From an optimization exercise on the open Yosys and OpenROAD flow, aimed at small area, a short achievable clock period and few clock cycles per item; shortcuts taken in it are not production practice. In this exercise RTL edits were held to simulation tests only and were not proved equivalent to the original.

// Cfu
module Cfu (
    input               cmd_valid,
    output              cmd_ready,
    input      [9:0]    cmd_payload_function_id,
    input      [31:0]   cmd_payload_inputs_0,
    input      [31:0]   cmd_payload_inputs_1,
    output              rsp_valid,
    input               rsp_ready,
    output     [31:0]   rsp_payload_outputs_0,
    input               reset,
    input               clk
);
    localparam [4:0] LQ = 5'd4, LE = 5'd10, LR = 5'd20;
    localparam [37:0] C32 = 38'hF0F0F0F0;
    reg        a_v;
    reg [31:0] a_a, a_b;
    reg        a_f0, a_f1, a_f10, a_f11, a_f12, a_f13;
    wire [6:0] fin = cmd_payload_function_id[9:3];
    wire       n_f0 = fin == 7'd0, n_f1 = fin == 7'd1, n_f10 = fin == 7'd10;
    wire       n_f11 = fin == 7'd11, n_f12 = fin == 7'd12, n_f13 = fin == 7'd13;
    reg [2:0]  oc;       
    reg [4:0]  cnt;      
    reg        ok_s, ok_q, ok_e, ok_r;   
    reg        rdy;      
    wire a_simple = a_f0 | a_f1 | a_f10;
    wire a_long = a_f11 | a_f12 | a_f13;
    wire a_none = ~(a_simple | a_long);
    wire disp = a_v & ((a_simple & ok_s) | (a_f11 & ok_q) | (a_f12 & ok_e) |
                       (a_f13 & ok_r) | a_none);
    wire disp_long = disp & a_long;
    assign cmd_ready = rdy;
    wire take = cmd_valid & rdy;
    reg        rv;
    wire       ho = rv & rsp_ready;
    reg        r1_v, r1_last;
    wire [4:0] cnt_n = (disp & a_simple) ? 5'd0 :
                       (disp & a_f11) ? LQ - 5'd1 :
                       (disp & a_f12) ? LE - 5'd1 :
                       (disp & a_f13) ? LR - 5'd1 :
                       (cnt != 5'd0) ? cnt - 5'd1 : 5'd0;
    wire       rf_n = ~(r1_v & ~r1_last);    
    wire       ok_s_n = cnt_n == 5'd0;
    wire       ok_q_n = (cnt_n < LQ) & rf_n;
    wire       ok_e_n = (cnt_n < LE) & rf_n;
    wire       ok_r_n = (cnt_n < LR) & rf_n;
    wire [2:0] od = oc - {2'b0, disp & a_none};
  ...
For scale: about 9700 cells after synthesis, about 960 flip-flops, about 110 I/O pins, ~0.098 mm2 of cells after synthesis.
==> flow/config.mk <==
export PLATFORM = sky130hd
export DESIGN_NAME = Cfu
export DESIGN_NICKNAME = Cfu
export VERILOG_FILES = /design/flow/design.v
export SDC_FILE = /design/flow/constraint.sdc
export NUM_CORES = 4
export LEC_CHECK = 0
export CAP_MARGIN = 20
export CORE_MARGIN = 2
export CORE_UTILIZATION = 40
export PLACE_DENSITY = 0.5
export SLEW_MARGIN = 20
==> flow/constraint.sdc <==
create_clock -name core_clock -period 15.0 [get_ports {clk}]
set_input_delay 3.0000 -clock core_clock [delete_from_list [all_inputs] [get_ports {clk}]]
set_output_delay 3.0000 -clock core_clock [all_outputs]
set_load 0.01 [all_outputs]
standard.sh (not shown) runs the stock make flow with config.mk's settings and CLKGATE_MAP_FILE= SYNTH_SCRIPT=/design/flow/synth_recipe.tcl, a recipe that flattens the netlist after the stock synthesis.
==> flow/flow/run.sh <==
#!/bin/bash
set -euo pipefail
sed 's/yosys synth -nofsm -noshare {\*}\$args/yosys synth -nofsm -noshare -noabc {*}$args/' \
    synth_recipe.tcl > nabc_synth.tcl
grep -q -- '-noabc' nabc_synth.tcl
bash standard.sh SYNTH_SCRIPT="$PWD/nabc_synth.tcl" synth > synth.log 2>&1
bash standard.sh SYNTH_SCRIPT="$PWD/nabc_synth.tcl" SETUP_SLACK_MARGIN=10 finish > layout.log 2>&1
Testbench counts at the start, summed over its fixed seeds: cycles 6,876, items 3,342.
Change:
--- a/flow/design.v
+++ b/flow/design.v
@@ -4,19 +4,19 @@
     input      [9:0]    cmd_payload_function_id,
     input      [31:0]   cmd_payload_inputs_0,
     input      [31:0]   cmd_payload_inputs_1,
     output              rsp_valid,
     input               rsp_ready,
     output     [31:0]   rsp_payload_outputs_0,
     input               reset,
     input               clk
 );
-    localparam [4:0] LQ = 5'd4, LE = 5'd10, LR = 5'd20;
+    localparam [4:0] LQ = 5'd4, LE = 5'd10, LR = 5'd19;
     localparam [37:0] C32 = 38'hF0F0F0F0;
     reg        a_v;
     reg [31:0] a_a, a_b;
     reg        a_f0, a_f1, a_f10, a_f11, a_f12, a_f13;
     wire [6:0] fin = cmd_payload_function_id[9:3];
     wire       n_f0 = fin == 7'd0, n_f1 = fin == 7'd1, n_f10 = fin == 7'd10;
     wire       n_f11 = fin == 7'd11, n_f12 = fin == 7'd12, n_f13 = fin == 7'd13;
     reg [2:0]  oc;       
     reg [4:0]  cnt;      
@@ -4286,51 +4286,49 @@
         r2_tc <= tlow[16];
         r2_B <= r1_B;
     end
     reg        pr_v;
     reg [1:0]  pr_op;
     reg [42:0] pr_V;
     reg [31:0] pr_T;
     always @(posedge clk) begin
         if (reset) pr_v <= 1'b0;
-        else pr_v <= r2_v & r2_last;
+        else pr_v <= r2_v & r2_last & (r2_op != 2'd2);
         pr_op <= r2_op;
         pr_V <= V[73:31];
         pr_T <= r2_T;
     end
     wire [47:0] x5s = ~{5'b0, pr_V[42:0]};
     wire [47:0] esum = {pr_T, 16'b0} + (x5s << 1) + (x5s << 5) + (x5s << 9) + 48'h10221;
     wire [31:0] mh = pr_T[6] ? 32'h7FFFFFFF : pr_V[31:0];
     wire [5:0]  rsa = pr_T[5:0];
     wire [4:0]  rsm = rsa[5] ? 5'd31 : rsa[4:0];
     wire [4:0]  rb = rsa[5] ? 5'd31 : rsa[4:0] - 5'd1;    
     wire [31:0] lowm = (32'h1 << rb) - 32'h1;    
     wire        qround = (rsa != 6'd0) & mh[rb] & (~mh[31] | (|(mh & lowm)));
     wire [31:0] qsh = $signed(mh) >>> rsm;
+    wire       rec_done = r2_v & r2_last & (r2_op == 2'd2);
     reg        lr_v, lr_dec, lr_inc;
     reg [31:0] lr;
     always @(posedge clk) begin
         if (reset) begin
             lr_v <= 1'b0;
             cv <= 1'b0;
         end else begin
-            lr_v <= pr_v;
-            cv <= pr_v | (disp & a_simple);
+            lr_v <= pr_v | rec_done;
+            cv <= pr_v | rec_done | (disp & a_simple);
         end
-        lr_dec <= pr_op == 2'd0 & esum[47];
-        lr_inc <= pr_op == 2'd1 & qround;
-        lr <= (pr_op == 2'd0) ? esum[47:16] :
-              (pr_op == 2'd1) ? qsh : {pr_V[33], pr_V[31:1]};
+        lr_dec <= ~rec_done & pr_op == 2'd0 & esum[47];
+        lr_inc <= ~rec_done & pr_op == 2'd1 & qround;
+        lr <= rec_done ? {V[64], V[62:32]} :
+              (pr_op == 2'd0) ? esum[47:16] : qsh;
     end
-    reg [3:0]  wp, rp;
-    reg [31:0] e0, e1, e2, e3;
-    wire [31:0] R = ({32{wp[1]}} & e0) | ({32{wp[2]}} & e1) |
-                    ({32{wp[3]}} & e2) | ({32{wp[0]}} & e3);
+    reg [31:0] R;        
     wire [31:0] cS, cC;
 wire ct_1 = R[0] ^ s_p0[0];
 wire ct_2 = R[0] & s_p0[0];
 wire ct_3 = R[1] ^ s_p0[1] ^ s_p1[1];
 wire ct_4 = (R[1] & s_p0[1]) | (R[1] & s_p1[1]) | (s_p0[1] & s_p1[1]);
 wire ct_5 = R[2] ^ s_p0[2] ^ s_p1[2];
 wire ct_6 = (R[2] & s_p0[2]) | (R[2] & s_p1[2]) | (s_p0[2] & s_p1[2]);
 wire ct_7 = R[3] ^ s_p0[3] ^ s_p1[3];
 wire ct_8 = (R[3] & s_p0[3]) | (R[3] & s_p1[3]) | (s_p0[3] & s_p1[3]);
@@ -4456,32 +4454,35 @@
 wire ct_128 = R[31] & 1'b1;
 assign cS = {ct_127, ct_125, ct_123, ct_121, ct_119, ct_117, ct_115, ct_113, ct_111, ct_109, ct_107, ct_105, ct_103, ct_101, ct_99, ct_97, ct_95, ct_93, ct_91, ct_89, ct_87, ct_85, ct_83, ct_81, ct_79, ct_77, ct_75, ct_73, ct_71, ct_69, ct_67, ct_65};
 assign cC = {ct_126, ct_124, ct_122, ct_120, ct_118, ct_116, ct_114, ct_112, ct_110, ct_108, ct_106, ct_104, ct_102, ct_100, ct_98, ct_96, ct_94, ct_92, ct_90, ct_88, ct_86, ct_84, ct_82, ct_80, ct_78, ct_76, ct_74, ct_72, ct_70, ct_68, ct_66, s_p3[0]};
     wire [31:0] macc = cS + cC;
     wire [31:0] simple_res = s_f0 ? 32'd0 : macc;
     wire [31:0] long_res = lr + {{31{lr_dec}}, lr_dec | lr_inc};
     reg         cv;      
     wire [31:0] cval = s_v ? simple_res : long_res;
     reg [2:0]  q;
+    reg [3:0]  wp, rp;
+    reg [31:0] e0, e1, e2, e3;
     wire [2:0] qc = q + {2'b0, cv};
     always @(posedge clk) begin
         if (reset) begin
             q <= 3'd0;
             rv <= 1'b0;
+            R <= 32'd0;
             wp <= 4'b0001;
             rp <= 4'b0001;
         end else begin
+            if (cv) R <= cval;
             q <= qc - {2'b0, ho};
             rv <= ho ? (qc != 3'd1) : (qc != 3'd0);
             if (cv) wp <= {wp[2:0], wp[3]};
             if (ho) rp <= {rp[2:0], rp[3]};
         end
         if (cv & wp[0]) e0 <= cval;
         if (cv & wp[1]) e1 <= cval;
         if (cv & wp[2]) e2 <= cval;
-        if (reset) e3 <= 32'd0;
-        else if (cv & wp[3]) e3 <= cval;
+        if (cv & wp[3]) e3 <= cval;
     end
     assign rsp_valid = rv;
     assign rsp_payload_outputs_0 = ({32{rp[0]}} & e0) | ({32{rp[1]}} & e1) |
                                    ({32{rp[2]}} & e2) | ({32{rp[3]}} & e3);
 endmodule
After rerunning: Area after synthesis falls by about 0.8%; core utilization barely changes; final area falls by 0.83%; sequential share of layout area rises by 1.1 points; via count falls by 1.0%; final cell count falls by 0.89%; routed wire length falls by about 1%; global-route usage rises by 0.12 points; critical path depth falls by 10; die area falls by about 0.8%; setup slack improves by 0.051 ns; clock-buffer cell count rises by 1.
Testbench counts after the change, summed over its fixed seeds: cycles 6,824, items 3,342.

## what the ideal ports hide
In the flow no input, the clock included, has a driving cell. The finished layouts below were timed again as built, in two steps. Step 1: set_driving_cell puts a clkbuf_16 on clk and a buf_2 on each other input, an assumption about the parent block. Step 2 also shifts input and output timing later by t, the mid clock arrival at the registers, as if the neighbouring blocks saw the same clock. a / b / c = ideal / step 1 / step 2; a / b = the first two.
run | t, ns | setup slack, ns | hold slack, ns | slew at the worst register clock pin (ns)
the first run | 0.899 | 9.927 / 9.927 / 9.315 | 0.327 / 0.327 / 0.327 | 0.07 / 0.07
the second run | 0.891 | 9.978 / 9.889 / 9.345 | 0.301 / 0.301 / 0.301 | 0.07 / 0.07
After both steps setup and hold are still met in every run listed. The setup slack of the second run, which loses most, moves by -0.089 ns with the drivers and by -0.633 ns with both steps.
